Background: an optimization exercise with open tools, aiming at small area. Do not read the settings as production practice.
In this exercise RTL edits were held to simulation tests only and were not proved equivalent to the original.
No activity file was given, so power comes from the tool's default toggle rates.

[flow/design.v]
module tmds_dec_rb(
	input  [5:0] a,
	output [8:0] qm,
	output [3:0] n1
);
	localparam [63:0] Q0 = 64'hfffff80000000000;
	localparam [63:0] Q1 = 64'hfffffd544c940c8a;
	localparam [63:0] Q2 = 64'hfffffccccccccccc;
	localparam [63:0] Q3 = 64'hffffff869e46de58;
	localparam [63:0] Q4 = 64'hffffff40bf40bf40;
	localparam [63:0] Q5 = 64'hffffff7ea1411ea0;
	localparam [63:0] Q6 = 64'hffffff7f47404080;
	localparam [63:0] Q7 = 64'hffffff7e5ebee6a0;
	localparam [63:0] Q8 = 64'h0000000119c159df;
	localparam [63:0] N0 = 64'h0000062119e119de;
	localparam [63:0] N1 = 64'h000005e4359a3468;
	localparam [63:0] N2 = 64'h0000075ece44ce80;
	localparam [63:0] N3 = 64'hfffff80000000000;
	assign qm = {Q8[a], Q7[a], Q6[a], Q5[a], Q4[a], Q3[a], Q2[a], Q1[a], Q0[a]};
	assign n1 = {N3[a], N2[a], N1[a], N0[a]};
endmodule
module tmds_dec_g(
	input  [5:0] a,
	output [8:0] qm,
	output [3:0] n1
);
	localparam [63:0] Q0 = 64'h0000000000000000;
	localparam [63:0] Q1 = 64'hfee8e880e8808000;
	localparam [63:0] Q2 = 64'haaaaaaaaaaaaaaaa;
	localparam [63:0] Q3 = 64'h988e8ee68ee6e666;
	localparam [63:0] Q4 = 64'h9696969696969696;
	localparam [63:0] Q5 = 64'h977e81168116e996;
	localparam [63:0] Q6 = 64'h9669699696696996;
	localparam [63:0] Q7 = 64'h977e7ee97ee9e996;
	localparam [63:0] Q8 = 64'h0117177f177f7fff;
	localparam [63:0] N0 = 64'hcc33cc3333cc33cc;
	localparam [63:0] N1 = 64'hbb1855f8f05d8722;
	localparam [63:0] N2 = 64'h96eeaa868ea2e896;
	localparam [63:0] N3 = 64'h0000000000000000;
	assign qm = {Q8[a], Q7[a], Q6[a], Q5[a], Q4[a], Q3[a], Q2[a], Q1[a], Q0[a]};
	assign n1 = {N3[a], N2[a], N1[a], N0[a]};
endmodule
module vga_core (
	input  wire clk_i,
	input  wire rst_i,       
	output wire de_o,
	output wire vsync_o,
	output wire hsync_o
);
	reg [9:0] h, v;
	wire hend = h[9] & h[8] & h[4] & h[3] & h[2] & h[1] & h[0];       
	wire vend = v[9] & v[3] & v[2];                                   
	always @(posedge clk_i) begin
		if (rst_i || hend) h <= 10'd0;
		else h <= h + 10'd1;
		if (rst_i || (hend && vend)) v <= 10'd0;
		else v <= v + {9'd0, hend};
	end
	assign de_o = ~(h[9] & (h[8] | h[7])) & ~(v[9] | (v[8] & v[7] & v[6] & v[5]));
	assign hsync_o = ~(h[9] & ~h[8] & h[7] & (h[6] | h[5] | h[4]) & ~(h[6] & h[5] & h[4]));
	assign vsync_o = ~(v[8] & v[7] & v[6] & v[5] & ~v[4] & v[3] & ~v[2] & v[1]);
endmodule
module TMDS_encoder (
	input  wire       i_clk,
	input  wire       i_cnt_en,    
	input  wire [8:0] i_qm,
	input  wire [3:0] i_n1,        
	input  wire       i_c0,
	input  wire       i_c1,
	input  wire       i_de,
	output wire [9:0] o_data
);
	wire [3:0] d = i_n1 - 4'd2;           
	reg  [3:0] cnt;
	wire inv = (cnt == 4'd0 || i_n1 == 4'd2) ? ~i_qm[8] : ~(cnt[3] ^ d[3]);
	assign o_data = i_de ? {inv, i_qm[8], i_qm[7:0] ^ {8{inv}}}
	                     : {~(i_c1 ^ i_c0), ~i_c0, 8'h54 ^ {8{i_c0}}};
	always @(posedge i_clk) begin
		if (!i_cnt_en)
			cnt <= 4'd0;
		else
			cnt <= inv ? cnt + {3'd0, i_qm[8]} - d : cnt + d - {3'd0, ~i_qm[8]};
	end
endmodule
module video_output_ctrl (
	input clk_pix,
	input RST_N,
	input[23:0] RGB_data_in,
	input RGB_in_valid,
	output pixel_request,
	output hsync_s, vsync_s,
	output [9:0] tmds_r, tmds_g, tmds_b
);
	reg vreg, g1, g2;
	reg sh;                  
	reg qz, qz3;             
	reg de1, hs1, vs1;       
	reg cnt_en;
	reg [5:0] s1r, s1g, s1b, s2r, s2g, s2b, ar, ag, ab;
	wire de, hs, vs;
	wire load = g2 & ~qz;
	always @(posedge clk_pix) begin
		vreg <= RGB_in_valid;
		g1 <= vreg;
		g2 <= g1;
		s1r <= RGB_data_in[23:18];
		s1g <= RGB_data_in[15:10];
		s1b <= RGB_data_in[7:2];
		s2r <= s1r;
		s2g <= s1g;
		s2b <= s1b;
		ar <= load ? s2r : 6'd0;
		ag <= load ? s2g : 6'd0;
		ab <= load ? s2b : 6'd0;
		sh <= RST_N & (sh | RGB_in_valid);
		qz <= ~(RST_N & sh);
		qz3 <= qz;
		de1 <= de;
		hs1 <= hs;
		vs1 <= vs;
		cnt_en <= RST_N & de;
	end
	vga_core vga_inst (.clk_i(clk_pix), .rst_i(qz), .de_o(de), .vsync_o(vs), .hsync_o(hs));
	assign pixel_request = de;
	assign hsync_s = hs;
	assign vsync_s = vs;
	wire [8:0] qr, qg, qb;
	wire [3:0] nr, ng, nb;
	tmds_dec_rb dr (.a(ar), .qm(qr), .n1(nr));
	tmds_dec_g  dg (.a(ag), .qm(qg), .n1(ng));
	tmds_dec_rb db (.a(ab), .qm(qb), .n1(nb));
	TMDS_encoder encod_blue (.i_clk(clk_pix), .i_cnt_en(cnt_en), .i_de(de1),
		.i_qm({qb[8] & ~qz3, qb[7:0]}), .i_n1(nb), .i_c0(hs1), .i_c1(vs1), .o_data(tmds_b));
	TMDS_encoder encod_green (.i_clk(clk_pix), .i_cnt_en(cnt_en), .i_de(de1),
		.i_qm({qg[8] & ~qz3, qg[7:0]}), .i_n1(ng), .i_c0(1'b0), .i_c1(1'b0), .o_data(tmds_g));
	TMDS_encoder encod_red (.i_clk(clk_pix), .i_cnt_en(cnt_en), .i_de(de1),
		.i_qm({qr[8] & ~qz3, qr[7:0]}), .i_n1(nr), .i_c0(1'b0), .i_c1(1'b0), .o_data(tmds_r));
endmodule
[flow/config.mk]
export PLATFORM = sky130hd
export DESIGN_NAME = video_output_ctrl
export DESIGN_NICKNAME = video_output_ctrl
export VERILOG_FILES = /design/flow/design.v
export SDC_FILE = /design/flow/constraint.sdc
export NUM_CORES = 4
export LEC_CHECK = 0
export CAP_MARGIN = 20
export CORE_MARGIN = 2
export CORE_UTILIZATION = 40
export SLEW_MARGIN = 20
[flow/run.sh]
#!/bin/bash
# synth_recipe.tcl (not shown) runs the flow's synth.tcl, then flattens the netlist and writes it again
# the make line also repeats each setting of config.mk as NAME=value (left out here)
make -C /OpenROAD-flow-scripts/flow DESIGN_CONFIG=/design/flow/config.mk WORK_HOME=/design/flow/orfs CLKGATE_MAP_FILE= SYNTH_SCRIPT=/design/flow/synth_recipe.tcl finish
[flow/constraint.sdc]
create_clock -name core_clock -period 6.0 [get_ports {clk_pix}]
set_input_delay 1.2000 -clock core_clock [delete_from_list [all_inputs] [get_ports {clk_pix}]]
set_output_delay 1.2000 -clock core_clock [all_outputs]
set_load 0.01 [all_outputs]
==> impl_metrics.csv, run 1 <==
group,metric,value,unit
final_layout,finalNetCount,925,
sta,tns,0,ns
detailed_routing,viasPerCell,5.13,
synth,synth_edf_count,0,
cts,postCtsSetupRepairBufs,0,
final_layout,stdcell_area,0.00762,mm²
grt,grt_overflow,0,
synth,synthFlopType,"dfxtp_1",
cts,cts_buffer_depth,2,
sta,worst_pin_slew,0.843,ns
cts,cts_buffers,9,
min_path,hold_class,"register to register",
place,placed_cell_area,0.00733,mm²
floorplan,core,0.0165,mm²
power,p_leak,3.09,nW
sta,fin_crit_sh,92.2,%
floorplan,dieArea,0.0178,mm²
grt,grt_pass1_vias,4919,
grt,grt_antenna_before_repair,0,
power,ir_drop,0.000160,V
grt,grt_max_degree,26,
detailed_routing,first_pass_iters,5,
synth,ys_warn_count,3,
place,hpwl,10100,µm
sta,timing.final.crit_period,5.53,ns
synth,synth_area,0.00668,mm²
place,io_buffer_count,53,
cts,htree_levels,3,
power,power,2.51,mW
detailed_routing,drc,0,
worst_setup_path,critPathRequiredTime,4.80,ns
synth,syn_inst,808,
cts,path_clk_slew,0.07,ns
floorplan,initial_utilization,40.6,%
synth,ys_ff_latch,96,
synth,synth_top_area_share,28.8,%
outcome,status,"finished clean",
synth,ys_top_cells_by_area,"dfxtp_1 (29%), ha_1 (11%), xnor2_1 (5.8%)",
cts,cts_tree,"built",
floorplan,io_pins,60,
worst_setup_path,cp_slowest_stage_delay,0.61,ns
worst_setup_path,crit_top_cell,"xnor2_1",
final_layout,nFillCells,1632,
job,maxCapViolCount,0,
detailed_routing,wl_per_cell,13.2,µm
detailed_routing,routed_wl,14000,µm
place,place_congestion,0.853,
floorplan,num_rows,47,
floorplan,die_w,133,µm
sta,max_freq,0.181,GHz
cts,hold_buffers,0,
sta,rsz0062_at_grt,"no",
detailed_routing,antenna_left,0,
detailed_routing,vias,5443,
floorplan,die_h,133,µm
sta,slew_headroom,43.7,%
synth,syn_avg_cell_area,8.27,µm²
final_layout,final_layout_size_suffix_gt1_share,6.78,%
synth,syn-num-nets,897,
grt,grtUsageTotal,16.0,%
cts,clock_latency,0.35,ns
synth,synth_seq_area_share,28.8,%
final_layout,fin_util,46.3,%
synth,synth-async-reset-ratio,0,%
worst_setup_path,path_max_fanout,12,
worst_setup_path,criticalPathCategory,"register to output port",
cts,cts_resized,0,
worst_setup_path,slowest_stage,"dfxtp_1",
power,pwr_density_cell,329,mW/mm²
synth,synth_top_area_cell,"dfxtp_1",
synth,synth.distinct_cells,76,
worst_setup_path,critPathLaunchType,"register",
sta,finalHoldViolations,0,
sta,skew,0.0122,ns
cts,clockRootBuffer,"clkbuf_16",
worst_setup_path,endpoint_kind,"output port",
detailed_routing,drtIter0Drc,373,
worst_setup_path,cp.arrival,4.33,ns
final_layout,antenna_cells,0,
final_layout,largestRegisters,"vga_inst.h x10, vga_inst.v x10",
final_layout,area_growth,13.9,%
sta,slew_violations,0,
grt,grt_pass1_wl,23700,µm
cts,cts_sinks,96,
worst_setup_path,worstPathCellList,"inv_1 -> ha_1 -> nand2_2 -> o21ai_0 -> a221oi_2 -> o22a_2 -> inv_2 -> ha_1 -> xnor2_1 -> xnor2_1 -> mux2i_2 -> buf_4 -> xnor2_1 -> mux2_2 -> clkdlybuf4s50_1",
sta,setup_viol,0,
## final timing paths
path / startpoint / cells past startpoint / slack [ns] / to
worst min register to register: s1g[2] / 0 / 0.33 / s2g[2]
worst min-delay path: s1g[2] / 0 / 0.33 / s2g[2]
worst max-delay path: ab[0] / 15 / 0.47 / tmds_b[1]
worst max register to register: ar[0] / 15 / 1.74 / encod_red.cnt[3]
## cell families (layout without fill, tap and decap cells)
group / count (synthesis) / in the layout / synth area share [%]
and+or+nand+nor: 258 / 258 / 18.5
AOI/OAI and AO/OA: 180 / 180 / 18.2
buffers and inverters: 109 / 142 / 7.30
DFF: 96 / 96 / 28.8
xor gates and xnor gates: 70 / 70 / 9.17
adders and majority gates: 66 / 66 / 12.7
muxes: 29 / 29 / 5.39
## critical path, delay by kind of cell, from the launching register on
family	cells	cell delay [ns]
AOI/OAI and AO/OA	3	0.61
xor gates and xnor gates	3	0.40
adders and majority gates	2	0.58
buffers and inverters	4	0.98
DFF	1	0.61
muxes	2	0.70
and+or+nand+nor	1	0.10
## synthesized netlist by cell type (3+ instances only)
library cell	number
or3_1	4
o21ai_0	33
maj3_1	4
o21a_1	4
a211oi_1	10
and2_1	23
nand2b_1	15
a311oi_1	4
xnor2_1	44
o31ai_1	6
a221o_1	3
inv_1	55
a21oi_1	55
buf_1	9
fa_1	4
clkbuf_1	19
buf_6	7
nor2_1	77
buf_2	12
nand3_1	25
xor2_1	26
mux4_2	3
buf_4	3
o21ai_1	5
o211ai_1	8
nor2b_1	10
ha_1	58
dfxtp_1	96
and3_1	4
nand4_1	3
a21o_1	6
mux2_2	3
a221oi_1	8
a31oi_1	5
mux2i_1	20
o22ai_1	3
nor3_1	17
inv_2	3
nor4_1	3
nand2_1	63
## power by group
part	internal [mW]	total, mW	switching, mW	leakage [nW]
logic	0.640	1.21	0.568	2.15
registers	0.692	0.740	0.0480	0.794
clock network	0.292	0.559	0.266	0.139
total	1.62	2.51	0.882	3.09
## cell type report
cell class                 count  area (µm²)  share of cell area [%]
multi-input combinational    603        4270                    56.1
sequential                    96        1920                    25.2
timing repair buffer          67         636                    8.35
tap                          220         275                    3.61
clock buffer                  10         229                    3.01
inverter                      59         221                    2.91
clock inverter                 6        58.8                   0.772
## through the flow
stage | hold WS, ns | cells | worst slack [ns]
2_1_floorplan | 0.310 | 808 | 1.83
3_3_place_gp | 0.310 | 1045 | 0.810
3_5_place_dp | 0.312 | 1045 | 0.812
4_1_cts | 0.328 | 1061 | 0.425
5_1_grt | 0.331 | 1061 | 0.0827
6_report | 0.325 | 1061 | 0.470
## metal layers
layer  vias to the layer above  global-route usage [%]  routed length, µm
met5                         -                       0                  0
met2                       115                    26.1               6510
met1                      2486                    22.2               6780
met4                         0                    4.43                174
li1                       2830                       -                  -
met3                        12                    2.36                524
## placed cells by master, fill, tap and decap left out, types with 5 or more instances in the layout
master           netlist  layout
nand2b_1              15      15
a31oi_1                5       5
nor3_1                17      17
o21ai_0               33      33
nand3_1               25      25
nor2b_1               10      10
a211oi_1              10      10
and2_1                23      23
inv_1                 55      55
o21ai_1                5       5
nand2_1               63      63
xnor2_1               44      44
clkbuf_16              0       9
o211ai_1               8       8
a21oi_1               55      55
clkdlybuf4s50_1        0      53
dfxtp_1               96      96
xor2_1                26      26
o31ai_1                6       6
buf_4                  3      14
a221oi_1               8       8
mux2i_1               20      20
a21o_1                 6       6
nor2_1                77      77
ha_1                  58      58
==> inputs of run 2 (changes only) <==
==> flow/flow/run.sh (new file) <==
#!/bin/bash
# Own layout flow: the standard layout (standard.sh) with
#  - synthesis through flow/synth.tcl (area-oriented abc script flow/area.abc),
#  - port buffers of sky130_fd_sc_hd__buf_1.
# make's full output goes to flow_make.log in the work folder; ORFS keeps each
# step's log under orfs/logs/.
set -euo pipefail
W=$(pwd)
export MY_ABC_SCRIPT=$W/flow/area.abc
bash standard.sh SYNTH_SCRIPT=$W/flow/synth.tcl \
  "BUFFER_PORTS_ARGS=-buffer_cell sky130_fd_sc_hd__buf_1" finish > $W/flow_make.log 2>&1
==> flow/flow/area.abc (new file) <==
strash; &get -n; &deepsyn -T 30; &put; dch -f; map -a; topo; stime
==> flow/flow/synth.tcl (new file) <==
# synth_recipe.tcl (the standard synthesis) with two changes: abc maps the logic
# with the area script in flow/area.abc instead of ORFS's speed script, and
# adders are left to abc instead of being mapped to ha/fa cells first.
# Registers are mapped by dfflibmap before abc, exactly as in the standard
# synthesis, so their names and cells are unchanged.
proc synth {args} { yosys synth -nofsm -noshare {*}$args }
proc abc {args} {
  set i [lsearch -exact $args -script]
  if {$i >= 0} {
    set args [lreplace $args $i [expr {$i + 1}] -script $::env(MY_ABC_SCRIPT)]
  }
  yosys abc {*}$args
}
unset -nocomplain ::env(ADDER_MAP_FILE)
source $::env(SCRIPTS_DIR)/synth.tcl
# left out here: clear keep_hierarchy, flatten, clean up, hide names made inside functions, write 1_2_yosys.v
==> flow/standard.sh (new file) <==
#!/bin/bash
# synth_recipe.tcl (not shown) runs the flow's synth.tcl, then flattens the netlist and writes it again
# the make line also repeats each setting of config.mk as NAME=value (left out here)
make -C /OpenROAD-flow-scripts/flow DESIGN_CONFIG=/design/flow/config.mk WORK_HOME=/design/flow/orfs CLKGATE_MAP_FILE= SYNTH_SCRIPT=/design/flow/synth_recipe.tcl "${@:-finish}"
removed: flow/run.sh
==> run 2 against run 1 <==
Effect of this change:
- total power shrank 13%
- final area shrank 28%
- hold slack lost 0.0035 ns
- critical endpoint is now tmds_r[7]
==> impl_metrics.csv, run 2 <==
group,metric,value,unit
outcome,status,"finished clean",
synth,synth_edf_count,0,
worst_setup_path,worstRegToRegCells,23,
floorplan,num_rows,39,
job,maxCapViolCount,0,
worst_setup_path,cp.arrival,4.14,ns
final_layout,fin_util,47.7,%
synth,ys_top_cells_by_area,"dfxtp_1 (41%), nor2_1 (12%), clkinv_1 (9.7%)",
final_layout,mostFrequentLayoutCells,"nor2_1 (153), clkinv_1 (122), dfxtp_1 (96)",
power,pwr_density_cell,398,mW/mm²
synth,synth_top_area_cell,"dfxtp_1",
sta,timing.final.crit_period,5.34,ns
min_path,hold_class,"register to register",
grt,grtUsageTotal,19.1,%
grt,grt_pass1_vias,4491,
final_layout,final_layout_size_suffix_gt1_share,3.07,%
synth,syn_avg_cell_area,6.67,µm²
place,io_buffer_count,53,
final_layout,stdcell_count,924,
floorplan,io_pins,60,
sta,rsz0062_at_grt,"no",
final_layout,antenna_cells,0,
detailed_routing,vias,4845,
cts,cts_buffer_depth,2,
final_layout,finalNetCount,803,
synth,synth-async-reset-ratio,0,%
worst_setup_path,path_max_fanout,11,
place,placed_cell_area,0.00513,mm²
cts,htree_levels,3,
grt,grt_pass1_wl,20300,µm
sta,max_freq,0.187,GHz
floorplan,core,0.0115,mm²
cts,clockRootBuffer,"clkbuf_16",
cts,hold_buffers,0,
synth,synthFlopType,"dfxtp_1",
sta,whs,0.322,ns
grt,grt_max_degree,19,
synth,synth_area,0.00474,mm²
worst_setup_path,endpoint_kind,"output port",
detailed_routing,antenna_left,0,
sta,setup_viol,0,
min_path,hold_depth,0,
cts,postCtsSetupRepairBufs,0,
worst_setup_path,r2r-end,"encod_red.cnt[3]",
min_path,min-delay-start,"s1b[5]",
min_path,min_delay_worst_endpoint,"s2b[5]",
grt,grt_antenna_before_repair,0,
cts,cts_tree,"built",
synth,ys_warn_count,3,
place,place_congestion,0.953,
detailed_routing,first_pass_iters,16,
sta,finalHoldViolations,0,
floorplan,die_h,113,µm
sta,tns,0,ns
worst_setup_path,criticalPathCategory,"register to output port",
synth,synth.distinct_cells,34,
worst_setup_path,critPathLaunchType,"register",
grt,grt_overflow,0,
final_layout,final_common_cell,"nor2_1",
sta,skew,0.00474,ns
cts,cts_buffers,9,
synth,syn-num-nets,738,
floorplan,dieArea,0.0127,mm²
detailed_routing,routed_wl,11900,µm
final_layout,area_growth,15.8,%
synth,netlist_top_cells_count,"nor2_1 (154), clkinv_1 (122), dfxtp_1 (96)",
synth,syn_inst,711,
sta,slew_violations,0,
cts,cts_sinks,96,
synth,ys_ff_latch,96,
cts,path_clk_slew,0.06,ns
sta,worst_pin_slew,0.895,ns
worst_setup_path,worstReg2RegStart,"ar[0]",
detailed_routing,wl_per_cell,12.9,µm
floorplan,initial_utilization,41.2,%
worst_setup_path,critPathRequiredTime,4.80,ns
cts,clock_latency,0.33,ns
detailed_routing,drc,0,
detailed_routing,drtIter0Drc,219,
final_layout,largestRegisters,"vga_inst.h x10, vga_inst.v x10",
cts,cts_resized,0,
sta,fin_crit_sh,89.0,%
detailed_routing,viasPerCell,5.24,
synth,synth_seq_area_share,40.5,%
floorplan,die_w,113,µm
power,ir_drop,0.000222,V
synth,synth_top_area_share,40.5,%
place,hpwl,9300,µm
worst_setup_path,r2r_setup_slack,1.81,ns
final_layout,stdcell_area,0.00549,mm²
place,dp.cells,908,
power,p_leak,2.05,nW
synth,synth_most_common_cell,"nor2_1",
sta,slew_headroom,39.6,%
-- run 2: cell count changes in the layout (fill, tap and decap cells not counted), sizes merged, moves of 22 or more --
cell           previous run  this run
xnor2                    44         3
buf                      14        54
mux2i                    23         0
ha                       58         0
clkdlybuf4s50            53         0
clkinv                    2       123
nor2                     77       154
inv                      62         0
nand2                    64        94
and2                     23         1
-- run 2: worst max path at each step --
stage / start / endpoint / slack (ns)
CTS: ar[0] / tmds_r[7] / 0.56
global placement: ar[0] / tmds_r[5] / 0.90
floorplan: ar[0] / tmds_r[5] / 1.92
finish: ar[0] / tmds_r[7] / 0.66
global route: ar[0] / tmds_r[7] / 0.11
detailed placement: ar[0] / tmds_r[7] / 0.94
-- run 2: per-stage QoR --
step                      setup slack [ns]  total power, mW
after floorplan                       1.92             1.31
after global placement               0.900             1.51
after detailed placement             0.940             1.53
after CTS                            0.557             2.21
after global routing                 0.109             2.35
final                                0.658             2.19
-- run 2: cell type report --
type,instances,area [µm²]
clock buffer,11,233
clock inverter,5,129
fill,1196,6020
inverter,122,458
multi-input combinational,493,2370
sequential,96,1920
tap,143,179
timing repair buffer,54,206
-- run 2: worst max-delay path, stage by stage (launching register included) --
cell	delay (ns)
dfxtp_1	0.43
nor2_1	0.44
clkinv_1	0.18
nor2_1	0.22
a21oi_1	0.11
nor2_1	0.16
nand3_1	0.13
o2111ai_1	0.14
nand2_1	0.14
clkinv_1	0.08
nor2_1	0.06
nand4_1	0.12
nand3_1	0.19
nand3b_1	0.14
nand3_1	0.08
nand2_1	0.16
clkinv_1	0.13
nor2_2	0.28
clkinv_1	0.14
a21oi_1	0.13
a21oi_1	0.07
o211ai_1	0.10
buf_1	0.17
-- run 2: cell families (layout without fill, tap and decap cells) --
kind of cell | Yosys count | after routing | share of synthesized area [%]
simple gates | 321 | 321 | 27.9
compound gates | 158 | 158 | 19.3
buf+inv | 122 | 192 | 9.65
flops | 96 | 96 | 40.5
xor+xnor | 14 | 14 | 2.58
-- run 2: per-layer routing --
metal  track usage (%)  part of all wire [%]  vias to the layer above
met3              2.79                   7.0                       28
met5                 0                     0                        -
met2              31.6                    47                      182
met1              24.8                    44                     2154
li1                  -                     -                     2481
met4              9.02                   2.0                        0
-- run 2: power by group --
group | internal (mW) | switching, mW
Combinational | 0.262 | 0.511
Clock | 0.450 | 0.222
Sequential | 0.696 | 0.0467
Total | 1.41 | 0.780

[re-timing with driven ports]
In the flow no input, the clock included, has a driving cell. The finished layouts below were timed again as built, in two steps.
Step 1, drivers: a clkbuf_16 drives clk_pix and a buf_2 each remaining input, both assumed.
Step 2 adds t to the input delays and takes it off the output delays; t is the mean of the earliest and latest rising clock arrival at the registers after step 1. Input paths then give back, and output paths get back, about the clock's delay inside the block.
Three values: ideal, step 1, step 2; two values: the first two.
run	shift t [ns]	setup WS [ns]	pins driven straight from the clock port
run 1	0.383	0.470 / 0.428 / 0.811	1
run 2	0.364	0.658 / 0.624 / 0.988	1
After both steps setup and hold are still met in every run listed.
